From an optimization exercise on the open Yosys and OpenROAD flow, aimed at small area, a short achievable clock period and few clock cycles; shortcuts taken in it are not production practice.
At most, simulation tests tie the RTL to the original design; equivalence was not proved.

## wip/nickel
// M1
module M1 (
   input  logic         Clock,
   input  logic         Resetn,
   input  logic         start,
   output logic         done,
   input  logic  [15:0] SRAM_read_data,
   output logic  [17:0] SRAM_address,
   output logic  [15:0] SRAM_write_data,
   output logic         SRAM_we_n
);
Settings: LEC_CHECK=0, ABC_CLOCK_PERIOD_IN_PS=7000, CAP_MARGIN=20, CORE_MARGIN=2, CORE_UTILIZATION=65, CTS_BUF_LIST=sky130_fd_sc_hd__clkbuf_4 sky130_fd_sc_hd__clkbuf_8, SETUP_SLACK_MARGIN=5, SLEW_MARGIN=20, SYNTH_HIERARCHICAL=1; clock period 14.0 ns.
standard.sh (not shown) runs the stock make flow with config.mk's settings and CLKGATE_MAP_FILE= SYNTH_SCRIPT=/design/flow/synth_recipe.tcl, a recipe that flattens the netlist after the stock synthesis.
==> flow/flow/run.sh <==
#!/bin/bash
set -euo pipefail
bash standard.sh SETUP_SLACK_MARGIN=10 finish > standard_make.log 2>&1
What wip/quartz does differently from wip/nickel at the input level:
- a change of ABC_CLOCK_PERIOD_IN_PS from 7000 to 4000
==> results.txt <==
Delta (wip/quartz minus wip/nickel): number of global-route vias before repair was more or less identical; cell count was more or less identical; wire length reported by the detailed router did not really move; post-CTS resize count did not really move. Diff wip/nickel -> wip/quartz: part of the cycle the worst path needs roughly the same; setup slack roughly the same. Re die extent in y: no difference whatsoever between wip/nickel and wip/quartz. Total number of placement rows: wip/quartz vs wip/nickel identical. Summary of wip/quartz over wip/nickel: critical path depth barely changed; width of the chip barely changed.
Changes in wip/zinc relative to wip/quartz:
- ABC_AREA newly set to 1
Notes after the runs:
- wip/zinc: done, clean on timing, DRC and antenna
- Worst hold slack across all endpoints, wip/quartz and wip/zinc: smaller value in wip/quartz
- When wip/zinc is measured against wip/quartz, its aggregate routed wire length turns out about 2.5% higher.
- Synthesized area across wip/quartz and wip/zinc: no real change.
- Between wip/zinc and wip/quartz, it is wip/zinc whose signed area change from the synthesized netlist to the final layout is higher, by 0.31 points.
- wip/zinc ended up with a higher utilization than wip/quartz did.
- Placed wire-length estimate after detailed placement: wip/zinc > wip/quartz
No run of this note included a check of the RTL's function; only the layout flow was run.

---

M1, a different RTL version from the one above (not shown whole).
For scale: about 2100 cells after synthesis, ~430 flip-flops, about 55 I/O pins.
## M1
module M1 (
   input  logic         Clock,
   input  logic         Resetn,
   input  logic         start,
   output logic         done,
   input  logic  [15:0] SRAM_read_data,
   output logic  [17:0] SRAM_address,
   output logic  [15:0] SRAM_write_data,
   output logic         SRAM_we_n
);
localparam [17:0] BASE_U   = 18'd13824;
localparam [17:0] BASE_V   = 18'd20736;
localparam [17:0] BASE_RGB = 18'd220672;
localparam [1:0] S_IDLE = 2'd0, S_FILL = 2'd1, S_RUN = 2'd2;
logic [1:0]  state;
logic [2:0]  ph;         
logic [6:0]  mc;         
logic [13:0] YP;         
logic [12:0] CP;         
logic [15:0] WP;         
logic [7:0]  win [0:19];
logic [7:0]  UB;
logic [7:0]  VBh, VBl;    
logic [7:0]  Yrh, Yrl;    
logic [7:0]  Vp, B0h;
logic [8:0]  ps0, ps1, ps2, ps3, ps4;
logic [9:0]  ps24;
logic [8:0]  fs0, fs1, fs3, fs4;
logic [9:0]  fs24;
logic [12:0] Flo;
logic [9:0]  FhA, FhB, FqA, FqB, Fs;
logic        Fq12;
logic [7:0]  Fc;
m1_rca #(8) u_ps0 (.a(win[1]), .b(win[19]), .ci(1'b0), .s(ps0[7:0]), .co(ps0[8]));
m1_rca #(8) u_ps1 (.a(win[3]), .b(win[17]), .ci(1'b0), .s(ps1[7:0]), .co(ps1[8]));
assign ps2 = {1'b0, win[5]} + {1'b0, win[15]};
m1_rca #(8) u_ps3 (.a(win[7]), .b(win[13]), .ci(1'b0), .s(ps3[7:0]), .co(ps3[8]));
assign ps4 = {1'b0, win[9]} + {1'b0, win[11]};
assign ps24 = {1'b0, ps2} + {1'b0, ps4};
always_ff @(posedge Clock) begin
   fs0 <= ps0;
   fs1 <= ps1;
   fs3 <= ps3;
   fs4 <= ps4;
   fs24 <= ps24;
end
logic [8:0]  nfs0, nfs1, nfs3, nfs4;
  ...
Settings: LEC_CHECK=0, ABC_CLOCK_PERIOD_IN_PS=4000, CAP_MARGIN=20, CORE_MARGIN=2, CORE_UTILIZATION=65, CTS_CLUSTER_DIAMETER=60, CTS_CLUSTER_SIZE=25, SETUP_SLACK_MARGIN=5, SLEW_MARGIN=20, SYNTH_HIERARCHICAL=1; clock period 14.0 ns.
Scripts as last shown in full above: flow/flow/run.sh
The first run ran to the end with no violations.
Testbench counts at the start, summed over its fixed seeds: cycles 431,172.
Next try:
==> flow/flow/run.sh (replaced) <==
#!/bin/bash
set -euo pipefail
bash standard.sh SETUP_SLACK_MARGIN=10.15 finish > standard_make.log 2>&1
Outcome:
- The new run finished clean
- synthesized area does not change
- wire length goes down by 0.49%
- design area is about the same
Next try:
==> flow/flow/run.sh (replaced) <==
#!/bin/bash
set -euo pipefail
bash standard.sh SETUP_SLACK_MARGIN=10 finish > standard_make.log 2>&1
- CTS_CLUSTER_DIAMETER: 60 -> 65
- CTS_CLUSTER_SIZE: 25 -> 30
Hold slack improved by 0.016 ns.
Worst setup slack improves by 0.047 ns.
Next try:
- CTS_CLUSTER_DIAMETER: 65 -> 60
- CTS_CLUSTER_SIZE: 30 -> 25
- TNS_END_PERCENT: default -> 50
After rerunning:
- The new run ran to the end with no violations
- hold slack gains 0.0088 ns
- area after synthesis stays the same
- cell area is about the same
- global-route usage goes down by 0.15 points
- worst setup slack loses 0.0077 ns

---

M1, a different RTL version from the one above (not shown whole).
Size: about 2400 cells after synthesis, ~480 flip-flops, roughly 55 I/O pins, roughly 28000 µm² of cells after synthesis.
==> flow/config.mk <==
export PLATFORM = sky130hd
export DESIGN_NAME = M1
export DESIGN_NICKNAME = M1
export VERILOG_FILES = /design/flow/design.v
export SDC_FILE = /design/flow/constraint.sdc
export NUM_CORES = 4
export LEC_CHECK = 0
export ABC_CLOCK_PERIOD_IN_PS = 4000
export CAP_MARGIN = 20
export CORE_MARGIN = 2
export CORE_UTILIZATION = 55
export SETUP_SLACK_MARGIN = 5
export SLEW_MARGIN = 20
export SYNTH_HIERARCHICAL = 1
==> flow/constraint.sdc <==
create_clock -name core_clock -period 14.0 [get_ports {Clock}]
set_input_delay 2.8000 -clock core_clock [delete_from_list [all_inputs] [get_ports {Clock}]]
set_output_delay 2.8000 -clock core_clock [all_outputs]
set_load 0.01 [all_outputs]
==> flow/flow/run.sh <==
#!/bin/bash
set -euo pipefail
bash standard.sh SETUP_SLACK_MARGIN=11 finish > standard_make.log 2>&1
The baseline went through all stages and came out clean.
Testbench counts at the start, summed over its fixed seeds: cycles 432,900.
Change:
==> flow/flow/run.sh (replaced) <==
#!/bin/bash
set -euo pipefail
bash standard.sh SETUP_SLACK_MARGIN=9 finish > standard_make.log 2>&1
=> The changed run produced a clean layout. Routed wire length shrinks by 6.7%. Global-route usage shrinks by 1.2 points. Final area went down by 6.1%. Clock skew falls by 0.0039 ns. Hold slack got worse by 0.017 ns.

---

M1, a different RTL version from the one above (not shown whole).
For scale: roughly 2100 cells after synthesis, ~440 flip-flops, ~55 I/O pins, roughly 26000 sq um of cells after synthesis.
==> flow/config.mk <==
export PLATFORM = sky130hd
export DESIGN_NAME = M1
export DESIGN_NICKNAME = M1
export VERILOG_FILES = /design/flow/design.v
export SDC_FILE = /design/flow/constraint.sdc
export NUM_CORES = 4
export LEC_CHECK = 0
export ABC_CLOCK_PERIOD_IN_PS = 4000
export CAP_MARGIN = 20
export CORE_MARGIN = 2
export CORE_UTILIZATION = 65
export CTS_CLUSTER_DIAMETER = 70
export CTS_CLUSTER_SIZE = 32
export SETUP_SLACK_MARGIN = 5
export SLEW_MARGIN = 20
export SYNTH_HIERARCHICAL = 1
==> flow/constraint.sdc <==
create_clock -name core_clock -period 14.0 [get_ports {Clock}]
set_input_delay 2.8000 -clock core_clock [delete_from_list [all_inputs] [get_ports {Clock}]]
set_output_delay 2.8000 -clock core_clock [all_outputs]
set_load 0.01 [all_outputs]
==> flow/flow/run.sh <==
#!/bin/bash
set -euo pipefail
bash standard.sh SETUP_SLACK_MARGIN=10 finish > standard_make.log 2>&1
Testbench counts at the start, summed over its fixed seeds: cycles 431,172.
Edit:
Settings changed: CTS_CLUSTER_DIAMETER 70 to 60, CTS_CLUSTER_SIZE 32 to 25.
The changed run ran to the end with no violations.
Setup slack improved by 0.0080 ns.
Die area does not change.
Sequential share of layout area came out lower by 0.36 points.
Global-route usage came out higher by 0.42 points.
Routed wire length came out higher by 1.1%.
Clock-buffer cell count came out higher by 13.
Cell count came out higher by 0.69%.

---

== red ==
RTL: one of the versions met above, not the one the previous note started from.
Size in the first run: about 2100 cells after synthesis, ~430 flip-flops, ~55 I/O pins.
clock: 14.0 ns
lec_check: 0
abc_clock_period_in_ps: 4000
cap_margin: 20
core_margin: 2
core_utilization: 65
cts_cluster_diameter: 60
cts_cluster_size: 25
setup_slack_margin: 5
slew_margin: 20
synth_hierarchical: 1
==> flow/flow/run.sh <==
#!/bin/bash
set -euo pipefail
bash standard.sh SETUP_SLACK_MARGIN=10.3 finish > standard_make.log 2>&1
Testbench counts of red, summed over its fixed seeds: cycles 431,172.
diff inputs: red => blue
- setting TNS_END_PERCENT to 20 for the first time
==> flow/flow/run.sh <==
#!/bin/bash
set -euo pipefail
bash standard.sh SETUP_SLACK_MARGIN=10 finish > standard_make.log 2>&1
Results
- Cmp blue and red / final setup slack of the worst path / lower: blue
- As far as final cell count is concerned, blue and red perform about the same.
- Diff red -> blue: number of inserted filler cells in the final layout saw a decrease; layout buffering overhead excluding clock cells saw little to no change.
- As far as cts-stage hold buffer count goes, blue and red are indistinguishable; the numbers are identical.
- blue — wire length per cell after detailed routing 2.3% lower, red as reference
- On period utilization, blue and red are basically level.
- blue vs red on wire length: blue is the lower one.
- blue — share of the final layout cell area in multi-input gates 0.27 points lower, red as reference

-- port drivers added, routing unchanged --
How much do the figures lean on ideal ports? The routed layouts below were timed once more, with nothing changed but the port constraints.
Step 1 sets driving cells, clkbuf_16 on the clock port and buf_2 on the other inputs (assumed; they add their load-dependent delay and slew).
Step 2, shift: input delay + t, output delay - t, t = (earliest + latest rising clock arrival at the registers) / 2. This alone moves slack from input paths to output paths.
Slacks: ideal ports / drivers / drivers and shift; pairs: ideal ports / drivers.
run | shift t [ns] | setup slack, ns | worst hold slack (ns)
wip/nickel | 0.706 | 10.012 / 9.958 / 9.448 | 0.360 / 0.360 / 0.360
wip/quartz | 0.706 | 10.012 / 9.958 / 9.448 | 0.360 / 0.360 / 0.360
wip/zinc | 0.712 | 10.023 / 9.977 / 9.342 | 0.368 / 0.368 / 0.368
the first run of note 2 | 0.674 | 10.032 / 9.974 / 9.671 | 0.358 / 0.358 / 0.358
the second run of note 2 | 0.654 | 9.979 / 9.925 / 9.653 | 0.359 / 0.359 / 0.359
the third run of note 2 | 0.667 | 10.026 / 9.971 / 9.696 | 0.375 / 0.375 / 0.375
the fourth run of note 2 | 0.666 | 10.018 / 9.964 / 9.675 | 0.384 / 0.384 / 0.384
the first run of note 3 | 0.653 | 9.970 / 9.909 / 10.152 | 0.382 / 0.382 / 0.382
the second run of note 3 | 0.661 | 9.551 / 9.491 / 9.230 | 0.365 / 0.365 / 0.365
the first run of note 4 | 0.629 | 10.026 / 9.970 / 9.506 | 0.381 / 0.381 / 0.381
the second run of note 4 | 0.616 | 10.034 / 9.974 / 9.489 | 0.382 / 0.382 / 0.382
red | 0.663 | 10.023 / 9.968 / 9.763 | 0.379 / 0.379 / 0.379
blue | 0.666 | 10.018 / 9.964 / 9.675 | 0.384 / 0.384 / 0.384
After both steps setup and hold are still met in every run listed. The setup slack of wip/zinc, which loses most, moves by -0.046 ns with the drivers and by -0.681 ns with both steps.
